From an optimization exercise on the open Yosys and OpenROAD flow, aimed at small area and a short achievable clock period; shortcuts taken in it are not production practice. Only simulation tests tie the RTL to the original design; equivalence was not proved. The clock input has no modelled driver; a real chip could not lean on it and would need a root buffer or a full tree. Power and IR drop assume default switching activity.

// FP_Adder
module FP_Adder
	#(
		parameter FP_SIZE = 32,
		parameter FRAC_SIZE = 23,
		parameter EXP_SIZE = 8
	)
	(
		input clk,
		input rst,
		input enable,
		input[FP_SIZE-1:0]  N1,
		input[FP_SIZE-1:0]  N2,
		input wire valid,
		output reg[FP_SIZE-1:0] result
	);
==> flow/config.mk <==
export PLATFORM = sky130hd
export DESIGN_NAME = FP_Adder
export DESIGN_NICKNAME = FP_Adder
export VERILOG_FILES = /design/flow/design.v
export SDC_FILE = /design/flow/constraint.sdc
export NUM_CORES = 4
export LEC_CHECK = 0
export CAP_MARGIN = 20
export CORE_MARGIN = 2
export CORE_UTILIZATION = 72
export SLEW_MARGIN = 20
==> flow/constraint.sdc <==
create_clock -name core_clock -period 16.0 [get_ports {clk}]
set_input_delay 3.2000 -clock core_clock [delete_from_list [all_inputs] [get_ports {clk}]]
set_output_delay 3.2000 -clock core_clock [all_outputs]
set_load 0.01 [all_outputs]
standard.sh (not shown) runs the stock make flow with config.mk's settings and CLKGATE_MAP_FILE= SYNTH_SCRIPT=/design/flow/synth_recipe.tcl, a recipe that flattens the netlist after the stock synthesis.
==> flow/flow/run.sh <==
#!/bin/bash
# Own layout flow: the standard synthesis (standard.sh synth, unchanged),
# then ORFS's standard layout steps, except that the clock tree is built by
# flow/cts.tcl (a balanced two-level tree: the clock port drives 4 buffers,
# each drives 2 leaf buffers, each leaf drives 1/8 of the flip-flops), and
# with
#  - timing repair aimed below the 16 ns clock (setup margin in margin.txt),
#  - resizing free to change cell footprints (drive strengths),
#  - plain buf_1 buffers (not delay cells) on all the ports.
# Each step's full output goes to a log file in this folder.
set -uo pipefail
HERE=$(pwd)
MARGIN=$(cat flow/margin.txt 2>/dev/null || echo 11.9)
VARS=(SETUP_SLACK_MARGIN=$MARGIN MATCH_CELL_FOOTPRINT=0
      "BUFFER_PORTS_ARGS=-buffer_cell sky130_fd_sc_hd__buf_1")
bash standard.sh synth > synth.log 2>&1 || { tail -50 synth.log; exit 1; }
bash standard.sh "${VARS[@]}" place > place.log 2>&1 || { tail -50 place.log; exit 1; }
export RESULTS_DIR=$HERE/orfs/results/sky130hd/FP_Adder/base
export PLATFORM_DIR=$FLOW_HOME/platforms/sky130hd
export LIB_FILE=$PLATFORM_DIR/lib/sky130_fd_sc_hd__tt_025C_1v80.lib
export MARGIN CTS_LEAVES=8
openroad -no_init -exit flow/cts.tcl > cts.log 2>&1 || { tail -50 cts.log; exit 1; }
cp $RESULTS_DIR/4_1_cts.odb $RESULTS_DIR/4_cts.odb
touch $RESULTS_DIR/4_cts.sdc
bash standard.sh "${VARS[@]}" finish > layout.log 2>&1 || { tail -50 layout.log; exit 1; }
tail -5 layout.log
==> flow/flow/margin.txt <==
11.8
Other scripts of this flow, unchanged in this note and not shown: flow/flow/cts.tcl
The starting point completed without violations.
Change:
--- a/flow/flow/run.sh
+++ b/flow/flow/run.sh
@@ -14 +14 @@
-VARS=(SETUP_SLACK_MARGIN=$MARGIN MATCH_CELL_FOOTPRINT=0
+VARS=(SETUP_SLACK_MARGIN=$MARGIN MATCH_CELL_FOOTPRINT=0 REMOVE_ABC_BUFFERS=1
--- a/flow/config.mk
+++ b/flow/config.mk
@@ -10 +10 @@
-export CORE_UTILIZATION = 72
+export CORE_UTILIZATION = 65
=> Core utilization shrinks by 7.5 points. Worst setup slack improves by 0.0084 ns. Worst hold slack gets better by 0.025 ns. Cell area is lower slightly. Maximum frequency stays flat. Flip-flop and latch count does not change. Routed wire length fell slightly. Total power decreases slightly. Final cell count climbs by a few percent. Via count falls by a few percent.
Change:
--- a/flow/flow/run.sh
+++ b/flow/flow/run.sh
@@ -14 +14 @@
-VARS=(SETUP_SLACK_MARGIN=$MARGIN MATCH_CELL_FOOTPRINT=0 REMOVE_ABC_BUFFERS=1
+VARS=(SETUP_SLACK_MARGIN=$MARGIN MATCH_CELL_FOOTPRINT=0
--- a/flow/config.mk
+++ b/flow/config.mk
@@ -10 +10 @@
-export CORE_UTILIZATION = 65
+export CORE_UTILIZATION = 60
Die area increases by a little under a tenth.
Global-route usage decreases by 2.8 points.
Routed wire length decreases slightly.
Core utilization decreases by 5.6 points.
Total power hardly moves.
Setup slack is better by 0.016 ns.
Cell area barely changes.
Sequential share of layout area barely changes.
Synthesized area is unchanged.
Maximum frequency increases slightly.
Hold slack is worse by 0.031 ns.
Change:
==> flow/flow/margin.txt (replaced) <==
12.0
--- a/flow/config.mk
+++ b/flow/config.mk
@@ -10 +10 @@
-export CORE_UTILIZATION = 60
+export CORE_UTILIZATION = 65
What happened: Routed wire length grows by 3.2%. First-iteration DRC count is higher by 7.4%. Design area grows by 4.8%. Register-to-register slack is better by 0.14 ns. Worst setup slack stays flat.
Change:
==> flow/flow/margin.txt (replaced) <==
11.8
--- a/flow/config.mk
+++ b/flow/config.mk
@@ -10,0 +11 @@
+export GPL_TIMING_DRIVEN = 0
The changed run went through all stages and came out clean; first-iteration DRC count grows by 25%; via count grows by 3.3%; sequential share of layout area is higher by 0.80 points.
In every run of this note, the design's own scripts or RTL, not TritonCTS, make the clock network.


## red
The RTL this note starts from:
==> flow/design.v <==
`timescale 1ns / 1ps
module gen_register( clk, rst, data_in, data_out, write_en  );
	parameter WORD_SIZE = 32 ;
	input wire clk, rst, write_en;
	input wire [WORD_SIZE-1:0] data_in;
	output reg [WORD_SIZE-1:0] data_out;
always @ (posedge rst or posedge clk ) begin
	if ( rst ) begin
		data_out <= { WORD_SIZE {1'b0} };
	end else begin
		if(write_en)
			data_out <= data_in;
	end
end
endmodule
`timescale 1ns / 1ps
module fp_adder_stage1
	(
		input  wire [31:0] n1,
		input  wire [31:0] n2,
		output wire [7:0]  exp_a,
		output wire [23:0] sig_a,
		output wire [23:0] sig_b_sh,
		output wire        sign_a,
		output wire        sub
	);
	wire [7:0] e1 = n1[30:23];
	wire [7:0] e2 = n2[30:23];
	wire [23:0] m1 = {|e1, n1[22:0]};
	wire [23:0] m2 = {|e2, n2[22:0]};
	wire [8:0] d12 = {1'b0, e1} - {1'b0, e2};
	wire [7:0] d21 = e2 - e1;
	wire       swap = d12[8];              
	wire [7:0] sh = d12[7] ? d21 : d12[7:0];
	wire       big = sh[7] | sh[6] | sh[5] | (sh[4] & sh[3]);    
	assign exp_a  = swap ? e2 : e1;
	assign sig_a  = swap ? m2 : m1;
	assign sign_a = swap ? n2[31] : n1[31];
	assign sub    = n1[31] ^ n2[31];
	wire [23:0] sig_b = swap ? m1 : m2;
	wire [23:0] s0 = sh[4] ? {16'd0, sig_b[23:16]} : sig_b;
	wire [23:0] s1 = sh[3] ? {8'd0, s0[23:8]} : s0;
	wire [23:0] s2 = sh[2] ? {4'd0, s1[23:4]} : s1;
	wire [23:0] s3 = sh[1] ? {2'd0, s2[23:2]} : s2;
	wire [23:0] s4 = sh[0] ? {1'd0, s3[23:1]} : s3;
	assign sig_b_sh = big ? 24'd0 : s4;
endmodule
`timescale 1ns / 1ps
module fp_adder_stage2
	(
		input  wire [23:0] sig_a,
		input  wire [23:0] sig_b_sh,
		input  wire        sign_a,
		input  wire        sub,
		output wire [24:0] mag,
		output wire        sign
	);
	wire [23:0] b = sig_b_sh ^ {24{sub}};
	wire [23:0] g0 = sig_a & b;
	wire [23:0] p0 = sig_a ^ b;
	wire [24*6-1:0] g;
	wire [24*6-1:0] p;
	assign g[23:0] = g0;
	assign p[23:0] = p0;
	genvar k, i;
	generate
		for (k = 0; k < 5; k = k + 1) begin : lvl
			for (i = 0; i < 24; i = i + 1) begin : bt
				if ((i >> k) & 1) begin : node
					localparam integer J = ((i >> k) << k) - 1;
					assign g[24*(k+1)+i] = g[24*k+i] | (p[24*k+i] & g[24*k+J]);
					assign p[24*(k+1)+i] = p[24*k+i] & p[24*k+J];
				end else begin : pass
					assign g[24*(k+1)+i] = g[24*k+i];
					assign p[24*(k+1)+i] = p[24*k+i];
				end
			end
		end
	endgenerate
	wire [23:0] G = g[24*5 +: 24];
	wire [23:0] P = p[24*5 +: 24];
	wire cout  = G[23];
	wire force_ = sub & ~|sig_b_sh & sig_a[23];
	wire cin   = sub & cout & ~force_;
	wire [23:0] c = {G[22:0], 1'b0} | ({P[22:0], 1'b1} & {24{cin}});
	wire [23:0] s = p0 ^ c;
	wire inv = sub & ~cin;
	assign mag  = {~sub & cout, s ^ {24{inv}}};
	assign sign = sign_a ^ (sub & ~cout);
endmodule
`timescale 1ns / 1ps
module fp_adder_stage3
	(
		input  wire [24:0] mag,
		input  wire        sign,
		input  wire [7:0]  exp_a1,
		input  wire        live,
		output wire [31:0] result
	);
	wire [31:0] x = {mag, 7'd0};
	wire [15:0] v0;
	wire [15:0] c0;
	wire [7:0]  v1;
	wire [15:0] c1;
	wire [3:0]  v2;
	wire [11:0] c2;
	wire [1:0]  v3;
	wire [7:0]  c3;
	genvar j;
	generate
		for (j = 0; j < 16; j = j + 1) begin : l0
			assign v0[j] = x[2*j+1] | x[2*j];
			assign c0[j] = ~x[2*j+1];
		end
		for (j = 0; j < 8; j = j + 1) begin : l1
			assign v1[j] = v0[2*j+1] | v0[2*j];
			assign c1[2*j +: 2] = v0[2*j+1] ? {1'b0, c0[2*j+1]} : {1'b1, c0[2*j]};
		end
		for (j = 0; j < 4; j = j + 1) begin : l2
			assign v2[j] = v1[2*j+1] | v1[2*j];
			assign c2[3*j +: 3] = v1[2*j+1] ? {1'b0, c1[2*(2*j+1) +: 2]} : {1'b1, c1[2*(2*j) +: 2]};
		end
		for (j = 0; j < 2; j = j + 1) begin : l3
			assign v3[j] = v2[2*j+1] | v2[2*j];
			assign c3[4*j +: 4] = v2[2*j+1] ? {1'b0, c2[3*(2*j+1) +: 3]} : {1'b1, c2[3*(2*j) +: 3]};
		end
	endgenerate
	wire       nz = v3[1] | v3[0];
	wire [4:0] lz = v3[1] ? {1'b0, c3[7:4]} : {1'b1, c3[3:0]};
	wire [24:0] n1 = lz[4] ? {mag[8:0], 16'd0} : mag;
	wire [24:0] n2 = lz[3] ? {n1[16:0], 8'd0} : n1;
	wire [24:0] n3 = lz[2] ? {n2[20:0], 4'd0} : n2;
	wire [24:0] n4 = lz[1] ? {n3[22:0], 2'd0} : n3;
	wire [24:0] n5 = lz[0] ? {n4[23:0], 1'd0} : n4;
	wire [7:0] exp_r = exp_a1 - {3'd0, lz};
	wire kill = ~nz | ~live;
	assign result = kill ? 32'd0 : {sign, exp_r, n5[23:1]};
endmodule
`timescale 1ns / 1ps
module FP_Adder
	#(
		parameter FP_SIZE = 32,
		parameter FRAC_SIZE = 23,
		parameter EXP_SIZE = 8
	)
	(
		input clk,
		input rst,
		input enable,
		input[FP_SIZE-1:0]  N1,
		input[FP_SIZE-1:0]  N2,
		input wire valid,
		output reg[FP_SIZE-1:0] result
	);
	reg [31:0] r_n1;
	reg [31:0] r_n2;
	reg        r_valid;
	reg        r_en;
	always @(posedge clk) begin
		r_n1    <= N1;
		r_n2    <= N2;
		r_valid <= valid;
	end
	always @(posedge clk or posedge rst) begin
		if (rst) r_en <= 1'b0;
		else     r_en <= enable;
	end
	wire [7:0]  a_exp_d;
	wire [23:0] a_sig_d;
	wire [23:0] a_bsh_d;
	wire        a_sa_d, a_sub_d;
	fp_adder_stage1 stage_1 (
		.n1(r_n1), .n2(r_n2),
		.exp_a(a_exp_d), .sig_a(a_sig_d), .sig_b_sh(a_bsh_d),
		.sign_a(a_sa_d), .sub(a_sub_d));
	reg [7:0]  a_exp;
	reg [23:0] a_sig;
	reg [23:0] a_bsh;
	reg        a_sa, a_sub;
	reg        a_live;
	always @(posedge clk) begin
		if (r_en) begin
			a_exp <= a_exp_d;
			a_sig <= a_sig_d;
			a_bsh <= a_bsh_d;
			a_sa  <= a_sa_d;
			a_sub  <= a_sub_d;
		end
	end
	always @(posedge clk or posedge rst) begin
		if (rst)       a_live <= 1'b0;
		else if (r_en) a_live <= r_valid;
	end
	wire [24:0] b_mag_d;
	wire        b_sign_d;
	fp_adder_stage2 stage_2 (
		.sig_a(a_sig), .sig_b_sh(a_bsh), .sign_a(a_sa), .sub(a_sub),
		.mag(b_mag_d), .sign(b_sign_d));
	reg [24:0] b_mag;
	reg        b_sign;
	reg [7:0]  b_exp;       
	reg        b_live;
	always @(posedge clk) begin
		if (r_en) begin
			b_mag  <= b_mag_d;
			b_sign <= b_sign_d;
			b_exp  <= a_exp + 8'd1;
		end
	end
	always @(posedge clk or posedge rst) begin
		if (rst)       b_live <= 1'b0;
		else if (r_en) b_live <= a_live;
	end
	wire [31:0] c_result;
	fp_adder_stage3 stage3 (
		.mag(b_mag), .sign(b_sign), .exp_a1(b_exp), .live(b_live),
		.result(c_result));
	always @(posedge clk or posedge rst) begin
		if (rst)       result <= 'd0;
		else if (r_en) result <= c_result;
	end
endmodule
clock: 16.0 ns
lec_check: 0
cap_margin: 20
core_margin: 2
core_utilization: 65
slew_margin: 20
==> flow/flow/run.sh <==
#!/bin/bash
# Own layout flow: the standard synthesis (standard.sh synth, unchanged),
# then ORFS's standard layout steps, except that the clock tree is built by
# flow/cts.tcl (a balanced two-level tree: the clock port drives 4 buffers,
# each drives 2 leaf buffers, each leaf drives 1/8 of the flip-flops), and
# with
#  - timing repair aimed below the 16 ns clock (setup margin in margin.txt),
#  - resizing free to change cell footprints (drive strengths),
#  - plain buf_1 buffers (not delay cells) on all the ports.
# Each step's full output goes to a log file in this folder.
set -uo pipefail
HERE=$(pwd)
MARGIN=$(cat flow/margin.txt 2>/dev/null || echo 11.9)
VARS=(SETUP_SLACK_MARGIN=$MARGIN MATCH_CELL_FOOTPRINT=0
      "BUFFER_PORTS_ARGS=-buffer_cell sky130_fd_sc_hd__buf_1")
bash standard.sh synth > synth.log 2>&1 || { tail -50 synth.log; exit 1; }
bash standard.sh "${VARS[@]}" place > place.log 2>&1 || { tail -50 place.log; exit 1; }
export RESULTS_DIR=$HERE/orfs/results/sky130hd/FP_Adder/base
export PLATFORM_DIR=$FLOW_HOME/platforms/sky130hd
export LIB_FILE=$PLATFORM_DIR/lib/sky130_fd_sc_hd__tt_025C_1v80.lib
export MARGIN CTS_LEAVES=8
openroad -no_init -exit flow/cts.tcl > cts.log 2>&1 || { tail -50 cts.log; exit 1; }
cp $RESULTS_DIR/4_1_cts.odb $RESULTS_DIR/4_cts.odb
touch $RESULTS_DIR/4_cts.sdc
bash standard.sh "${VARS[@]}" finish > layout.log 2>&1 || { tail -50 layout.log; exit 1; }
tail -5 layout.log
==> flow/flow/cts.tcl <==
# Clock tree step, in place of ORFS's CTS: a two-level tree built by hand.
# The clock port drives M level-1 buffers; each drives the leaf buffers
# nearest it; each leaf buffer drives one cluster of flip-flops (balanced
# k-means on the placed positions, so every leaf has the same number of
# flip-flops and every flip-flop goes through the same two buffers).
# Then, as ORFS's CTS step does: legalise, repair setup and hold timing,
# legalise, and write 4_1_cts.odb and 4_cts.sdc.
set R $::env(RESULTS_DIR)
read_db $R/3_place.odb
read_liberty $::env(LIB_FILE)
read_sdc $R/3_place.sdc
source $::env(PLATFORM_DIR)/setRC.tcl
set_dont_use [get_lib_cells {sky130_fd_sc_hd__probe_p_8 sky130_fd_sc_hd__probec_p_8 sky130_fd_sc_hd__lpflow_*}]

proc bkmeans { pts K } {
  set n [llength $pts]
  set xs [lsort -real [lmap s $pts {lindex $s 1}]]
  set ys [lsort -real [lmap s $pts {lindex $s 2}]]
  set mx [expr {([lindex $xs 0] + [lindex $xs end]) / 2.0}]
  set my [expr {([lindex $ys 0] + [lindex $ys end]) / 2.0}]
  set rx [expr {([lindex $xs end] - [lindex $xs 0]) / 4.0}]
  set ry [expr {([lindex $ys end] - [lindex $ys 0]) / 4.0}]
  set cx {}; set cy {}
  for {set k 0} {$k < $K} {incr k} {
    set ang [expr {2 * 3.14159265 * ($k + 0.5) / $K}]
    lappend cx [expr {$mx + $rx * cos($ang)}]
    lappend cy [expr {$my + $ry * sin($ang)}]
  }
  set cap [expr {int(ceil(double($n) / $K))}]
  for {set iter 0} {$iter < 30} {incr iter} {
    set pairs {}
    set i 0
    foreach s $pts {
      for {set k 0} {$k < $K} {incr k} {
        lappend pairs [list [expr {abs([lindex $s 1] - [lindex $cx $k]) + abs([lindex $s 2] - [lindex $cy $k])}] $i $k]
      }
      incr i
    }
    set pairs [lsort -real -index 0 $pairs]
    set assign [lrepeat $n -1]
    set cnt [lrepeat $K 0]
    foreach p $pairs {
      lassign $p d i k
      if {[lindex $assign $i] >= 0 || [lindex $cnt $k] >= $cap} continue
      lset assign $i $k
      lset cnt $k [expr {[lindex $cnt $k] + 1}]
    }
    set sx [lrepeat $K 0.0]; set sy [lrepeat $K 0.0]
    set i 0
    foreach s $pts {
      set k [lindex $assign $i]
      lset sx $k [expr {[lindex $sx $k] + [lindex $s 1]}]
      lset sy $k [expr {[lindex $sy $k] + [lindex $s 2]}]
      incr i
    }
    for {set k 0} {$k < $K} {incr k} {
      if {[lindex $cnt $k] > 0} {
        lset cx $k [expr {[lindex $sx $k] / [lindex $cnt $k]}]
        lset cy $k [expr {[lindex $sy $k] / [lindex $cnt $k]}]
      }
    }
  }
  return [list $assign $cx $cy $cnt]
}

# two-level tree: the clock port drives M level-1 buffers, each driving
# K/M leaf buffers near it, each driving one cluster of flip-flops
proc build_clock_tree2 { K M leafcell l1cell } {
  set block [ord::get_db_block]
  set db [ord::get_db]
  set clk_net [$block findNet clk]
  set sinks {}
  foreach it [$clk_net getITerms] {
    set bb [[$it getInst] getBBox]
    lappend sinks [list $it [expr {([$bb xMin] + [$bb xMax]) / 2.0}] [expr {([$bb yMin] + [$bb yMax]) / 2.0}]]
  }
  lassign [bkmeans $sinks $K] assign cx cy cnt
  puts "clock tree: [llength $sinks] sinks in $K clusters: $cnt"
  set leaves {}
  for {set k 0} {$k < $K} {incr k} { lappend leaves [list $k [lindex $cx $k] [lindex $cy $k]] }
  lassign [bkmeans $leaves $M] lassign_ lx ly lcnt
  puts "level 1: $M buffers over leaves: $lcnt"
  set l1nets {}
  for {set m 0} {$m < $M} {incr m} {
    set inst [odb::dbInst_create $block [$db findMaster $l1cell] "clkbuf_l1_$m"]
    $inst setLocation [expr {int([lindex $lx $m])}] [expr {int([lindex $ly $m])}]
    $inst setPlacementStatus PLACED
    set net [odb::dbNet_create $block "clknet_l1_$m"]
    $net setSigType CLOCK
    [$inst findITerm A] connect $clk_net
    [$inst findITerm X] connect $net
    lappend l1nets $net
  }
  for {set k 0} {$k < $K} {incr k} {
    set inst [odb::dbInst_create $block [$db findMaster $leafcell] "clkbuf_leaf_$k"]
    $inst setLocation [expr {int([lindex $cx $k])}] [expr {int([lindex $cy $k])}]
    $inst setPlacementStatus PLACED
    set net [odb::dbNet_create $block "clknet_leaf_$k"]
    $net setSigType CLOCK
    [$inst findITerm A] connect [lindex $l1nets [lindex $lassign_ $k]]
    [$inst findITerm X] connect $net
    set i 0
    foreach s $sinks {
      if {[lindex $assign $i] == $k} {
        set it [lindex $s 0]
        $it disconnect
        $it connect $net
      }
      incr i
    }
  }
}

build_clock_tree2 $::env(CTS_LEAVES) 4 sky130_fd_sc_hd__clkbuf_16 sky130_fd_sc_hd__clkbuf_8
global_connect
set_placement_padding -global -left 0 -right 0
detailed_placement
set_propagated_clock [all_clocks]
estimate_parasitics -placement
report_clock_skew
report_clock_latency
repair_timing -setup_margin $::env(MARGIN) -hold_margin 0 -repair_tns 100 -verbose
detailed_placement
check_placement -verbose
estimate_parasitics -placement
report_worst_slack -max
report_worst_slack -min
write_db $R/4_1_cts.odb
write_sdc -no_timestamp $R/4_cts.sdc
==> flow/flow/margin.txt <==
11.7
red has completed all stages; timing, DRC and antenna checks passed.
Input changes introduced in blue (baseline for comparison: red):
- setting PLACE_DENSITY to 0.8 for the first time
==> flow/flow/margin.txt <==
11.8
==> comparison <==
Between blue and red, fraction of area in multi-input gates is higher for red, blue comes in under that.
From red to blue the numbers moved as follows: endpoint required time on the critical path has decreased; wire length has decreased.
#### Input delta (green over blue)
- PLACE_DENSITY: 0.8 -> unset
Results
Every stage of the flow completed for green, and the final layout passed the timing, DRC and antenna checks.
Any difference in cell count between blue and green is small enough to ignore.
Class of the most critical setup path = register to primary output: green; class of the most critical setup path = register to register: blue
Critical path depth for green is lower than for blue.
Est. power | green vs blue | green higher
Routed wirelength normalized by instance count up 0.42 microns in green wrt blue
Reported for blue and green, number of flops mapped to enable cells by yosys turned out identical to the last digit.
A capturing instance or port of the critical path of result[2] is what green shows, while a_bsh[3] belongs to blue.
### green -> orange
diff --git a/flow/flow/cts.tcl b/flow/flow/cts.tcl
--- a/flow/flow/cts.tcl
+++ b/flow/flow/cts.tcl
@@ -114 +114 @@
-build_clock_tree2 $::env(CTS_LEAVES) 4 sky130_fd_sc_hd__clkbuf_16 sky130_fd_sc_hd__clkbuf_8
+build_clock_tree2 $::env(CTS_LEAVES) 4 sky130_fd_sc_hd__clkbuf_16 sky130_fd_sc_hd__clkbuf_16
Notes after the runs:
- Diff orange and green: via count lower in orange
- Summary: time the worst path needs with I/O delays and setup, orange better than green
- Between orange and green, the worst-case setup margin in the final layout is higher for orange.
- On post-route fraction of the period consumed by the critical path, orange and green are basically level.
- On finished layout cell area, orange and green are basically level.
- For sequential share of layout area, green and orange come out practically identical.
- Between green and orange, utilization increased.
- [orange] met1 wire length fell 48 microns relative to green
- Between orange and green, the net load switching power figures differ only marginally.
In every run of this note, the design's own scripts or RTL, not TritonCTS, make the clock network.

[port drivers added, routing unchanged]
The flow's constraints put no driver on any port. The routed layouts listed below were extracted and timed again, unchanged, in two steps.
Step 1: set_driving_cell puts a clkbuf_16 on clk and a buf_2 on each other input, an assumption about the parent block.
Step 2 also shifts input and output timing later by t, the mid clock arrival at the registers, as if the neighbouring blocks saw the same clock.
Slacks: ideal ports / drivers / drivers and shift; pairs: ideal ports / drivers.
run | t, ns | setup WS [ns] | worst setup path after step 2 | worst register clock-pin slew, ns | worst slew at a driven data input, ns
the first run of note 1 | 0.383 | 11.912 / 11.851 / 11.912 | register to register | 0.10 / 0.10 | 0.03
the second run of note 1 | 0.382 | 11.920 / 11.844 / 11.953 | register to register | 0.12 / 0.12 | 0.05
the third run of note 1 | 0.392 | 11.936 / 11.849 / 11.948 | register to register | 0.11 / 0.11 | 0.04
the fourth run of note 1 | 0.383 | 11.938 / 11.858 / 12.094 | register to register | 0.11 / 0.11 | 0.04
the fifth run of note 1 | 0.384 | 11.921 / 11.853 / 11.921 | register to register | 0.12 / 0.12 | 0.04
red | 0.386 | 11.889 / 11.848 / 11.889 | register to register | 0.11 / 0.11 | 0.03
blue | 0.378 | 11.898 / 11.838 / 11.898 | register to register | 0.10 / 0.10 | 0.03
green | 0.388 | 11.932 / 11.850 / 12.001 | register to register | 0.11 / 0.11 | 0.03
orange | 0.386 | 11.947 / 11.853 / 11.994 | register to register | 0.11 / 0.11 | 0.03
After both steps setup and hold are still met in every run listed.
